Context: an optimization exercise on an open-source flow, tuned for small area, a short achievable clock period and few clock cycles. The choices shown serve that exercise and are no tape-out recipe. In this exercise RTL edits were held to simulation tests only and were not proved equivalent to the original. Power figures rest on the tool's default switching activity, not on a simulated workload.

// sdram_controller
module sdram_controller (
        input   clk,
        input   rst,
        output  sdram_cle,
        output  sdram_cs,
        output  sdram_cas,
        output  sdram_ras,
        output  sdram_we,
        output  sdram_dqm,
        output  [1:0]  sdram_ba,
        output  [12:0] sdram_a,
        input   [31:0] sdram_dqi,
        output  [31:0] sdram_dqo,
        input   [22:0] user_addr,
        input   rw,                  
        input   [31:0] data_in,
        output  [31:0] data_out,
        output  busy,
        input   in_valid,
        output  out_valid
    );
export LEC_CHECK = 0
export CAP_MARGIN = 20
export CORE_MARGIN = 2
export CORE_UTILIZATION = 60
export CTS_BUF_LIST = sky130_fd_sc_hd__clkbuf_4 sky130_fd_sc_hd__clkbuf_8
export CTS_CLUSTER_SIZE = 40
export SETUP_SLACK_MARGIN = 2.2
export SLEW_MARGIN = 20
create_clock -name core_clock -period 5.0 [get_ports {clk}]
standard.sh (not shown) runs the stock make flow with config.mk's settings and CLKGATE_MAP_FILE= SYNTH_SCRIPT=/design/flow/synth_recipe.tcl, a recipe that flattens the netlist after the stock synthesis.
==> flow/flow/run.sh <==
#!/bin/bash
# The standard layout (the standard.sh, all ORFS steps unchanged), except that the
# buffers ORFS puts on every input and output port are sky130_fd_sc_hd__buf_1 cells.
set -euo pipefail
export BUFFER_PORTS_ARGS="-buffer_cell sky130_fd_sc_hd__buf_1"
bash standard.sh > standard.log 2>&1
Testbench counts at the start, summed over its fixed seeds: cycles 76,097.
Rerun with:
==> flow/flow/run.sh (replaced) <==
#!/bin/bash
# The standard layout (the standard.sh, all ORFS steps unchanged), except that the
# buffers ORFS puts on every input and output port are sky130_fd_sc_hd__buf_2 cells.
set -euo pipefail
export BUFFER_PORTS_ARGS="-buffer_cell sky130_fd_sc_hd__buf_2"
bash standard.sh > standard.log 2>&1
- GPL_TIMING_DRIVEN: not set -> 0
=> Count of clock-buffer cells in the layout goes up by 1; total power came out higher by about 3%; worst hold slack gains 15 ps; routed wire length increases by 5.2%; global-route usage increases by 1.6 points; worst setup slack gains 36 ps; clock power rose by about 4%; die area is unchanged; cell count rises by 11%; design area goes up by about 8%; utilization goes up by 5.7 points.

---

Setup of job 101:
Starting RTL as in the previous note.
==> flow/config.mk <==
export PLATFORM = sky130hd
export DESIGN_NAME = sdram_controller
export DESIGN_NICKNAME = sdram_controller
export VERILOG_FILES = /design/flow/design.v
export SDC_FILE = /design/flow/constraint.sdc
export NUM_CORES = 4
export LEC_CHECK = 0
export CAP_MARGIN = 20
export CORE_MARGIN = 2
export CORE_UTILIZATION = 60
export CTS_BUF_LIST = sky130_fd_sc_hd__clkbuf_4 sky130_fd_sc_hd__clkbuf_8
export CTS_CLUSTER_SIZE = 40
export SETUP_SLACK_MARGIN = 2.35
export SLEW_MARGIN = 20
==> flow/constraint.sdc <==
create_clock -name core_clock -period 5.0 [get_ports {clk}]
set_input_delay 1.0000 -clock core_clock [delete_from_list [all_inputs] [get_ports {clk}]]
set_output_delay 1.0000 -clock core_clock [all_outputs]
set_load 0.01 [all_outputs]
==> flow/flow/run.sh <==
#!/bin/bash
# The standard layout (the standard.sh, all ORFS steps unchanged), except that the
# buffers ORFS puts on every input and output port are sky130_fd_sc_hd__buf_2 cells.
set -euo pipefail
export BUFFER_PORTS_ARGS="-buffer_cell sky130_fd_sc_hd__buf_2"
bash standard.sh > standard.log 2>&1
Job 101: PASS, flow complete, no timing, DRC or antenna violations
Testbench counts of job 101, summed over its fixed seeds: cycles 76,097.
Inputs modified between job 101 and job 102:
- a change of CORE_UTILIZATION from 60 to 70
- a deleted CTS_CLUSTER_SIZE that had been 40
- a deleted CTS_BUF_LIST that had been sky130_fd_sc_hd__clkbuf_4 sky130_fd_sc_hd__clkbuf_8
- a change of SETUP_SLACK_MARGIN from 2.35 to 2.2
==> flow/run.sh (new file) <==
#!/bin/bash
# synth_recipe.tcl (not shown) runs the flow's synth.tcl, then flattens the netlist and writes it again
# the make line also repeats each setting of config.mk as NAME=value (left out here)
make -C /OpenROAD-flow-scripts/flow DESIGN_CONFIG=/design/flow/config.mk WORK_HOME=/design/flow/orfs CLKGATE_MAP_FILE= SYNTH_SCRIPT=/design/flow/synth_recipe.tcl finish
removed: flow/flow/run.sh
removed: flow/standard.sh
Results
Taking job 101 as the reference, in job 102 part of the cycle the worst path needs +9.1 points; met1 usage +8.7 points.
Per the comparison of job 102 with job 101, standard cell core area fell by 15%; final cell count dropped 10; routability congestion estimate higher; switching component of the power +about 20%.
### job 102 -> job 103
- CTS_CLUSTER_DIAMETER: unset -> 150
- CTS_CLUSTER_SIZE: unset -> 100
- CORE_UTILIZATION: 70 -> 60
- CTS_BUF_LIST: unset -> sky130_fd_sc_hd__clkbuf_8 sky130_fd_sc_hd__clkbuf_16
==> flow/flow/run.sh (new file) <==
#!/bin/bash
# The standard layout (the standard.sh, all ORFS steps unchanged), except that the
# buffers ORFS puts on every input and output port are sky130_fd_sc_hd__buf_2 cells.
set -euo pipefail
export BUFFER_PORTS_ARGS="-buffer_cell sky130_fd_sc_hd__buf_2"
bash standard.sh > standard.log 2>&1
==> flow/standard.sh (new file) <==
#!/bin/bash
# synth_recipe.tcl (not shown) runs the flow's synth.tcl, then flattens the netlist and writes it again
# the make line also repeats each setting of config.mk as NAME=value (left out here)
make -C /OpenROAD-flow-scripts/flow DESIGN_CONFIG=/design/flow/config.mk WORK_HOME=/design/flow/orfs CLKGATE_MAP_FILE= SYNTH_SCRIPT=/design/flow/synth_recipe.tcl "${@:-finish}"
removed: flow/run.sh
Job 102 → job 103: die width went up; final-layout fill cell count went up; number of stages on the worst setup path went down; register-to-register setup slack went up; switching part of the total went down.
Job 102 -> job 103: number of enable flip-flop cells after synthesis delta 0, exact match
When the final numbers for job 102 and job 103 were put side by side, the power dissipated in combinational cells turned out to be smaller in job 103.
From job 102 to job 103 the numbers moved as follows: routed wire length moved down, total routing resource utilization after global routing shows a reduction of 12 points.
Looking at most common cell after layout, fill and taps aside, the sky130_fd_sc_hd__buf_2 result is from job 103; the sky130_fd_sc_hd__edfxtp_1 one comes from job 102.
Changes in job 104 relative to job 103:
- a change of CORE_UTILIZATION from 60 to 55
- a deleted CTS_BUF_LIST that had been sky130_fd_sc_hd__clkbuf_8 sky130_fd_sc_hd__clkbuf_16
- a deleted CTS_CLUSTER_SIZE that had been 100
- an added ABC_AREA of 1
- a deleted CTS_CLUSTER_DIAMETER that had been 150
==> flow/run.sh (new file) <==
#!/bin/bash
# synth_recipe.tcl (not shown) runs the flow's synth.tcl, then flattens the netlist and writes it again
# the make line also repeats each setting of config.mk as NAME=value (left out here)
make -C /OpenROAD-flow-scripts/flow DESIGN_CONFIG=/design/flow/config.mk WORK_HOME=/design/flow/orfs CLKGATE_MAP_FILE= SYNTH_SCRIPT=/design/flow/synth_recipe.tcl finish
removed: flow/flow/run.sh
removed: flow/standard.sh
Results
Of job 104 and job 103, the run reporting the higher die boundary width was job 104.
Between job 104 and job 103, the fmax does not differ in any meaningful way.
Re transition at the pin with the smallest max-transition slack: job 103 was lower than job 104.
Job 104 vs job 103, standard-cell row count went up by 13%.
Cell count of the worst hold path: higher on job 104
Design internal power on job 104 is behind job 103.
Summary of job 104 over job 103: routed wire length climbed 46%; core utilization down 2.7 points; setup slack stayed essentially flat; final critical-path required period held steady.
Compared job 104 vs job 103, and multi-input combinational gate total is up in job 104.
### job 104 -> job 105
- CORE_UTILIZATION now 50, was 55
- ABC_AREA no longer set, was 1
- SETUP_SLACK_MARGIN now 3.0, was 2.2
--- outcome ---
Sort job 104 and job 105 by cell area power density, descending, and job 105 comes first. Sort job 104 and job 105 by worst setup slack desc -> top: job 104. First-pass GRT wire length, job 104 and job 105: larger value in job 104. Job 105 — antenna cell count 1 lower, job 104 as reference. Job 105: power in the clock group about 10% below job 104.

## static timing again, ports no longer ideal
The flow's constraints put no driver on any port. The routed layouts listed below were extracted and timed again, unchanged, in two steps.
Step 1 sets driving cells, clkbuf_16 on the clock port and buf_2 on the other inputs (assumed; they add their load-dependent delay and slew).
Step 2, shift: input delay + t, output delay - t, t = (earliest + latest rising clock arrival at the registers) / 2. This alone moves slack from input paths to output paths.
Slacks: ideal ports / drivers / drivers and shift; pairs: ideal ports / drivers.
run	t (ns)	setup WS [ns]	pins driven straight from the clock port
the first run of note 1	0.484	2.236 / 2.243 / 1.758	1
the second run of note 1	0.482	2.271 / 2.271 / 1.812	1
job 101	0.475	2.370 / 2.366 / 1.891	1
job 102	0.573	1.915 / 1.915 / 1.390	1
job 103	0.569	2.284 / 2.295 / 1.727	1
job 104	0.463	2.287 / 2.310 / 1.847	1
job 105	0.461	2.265 / 2.270 / 1.809	1
After both steps setup and hold are still met in every run listed. The setup slack of job 103, which loses most, moves by +0.011 ns with the drivers and by -0.557 ns with both steps.
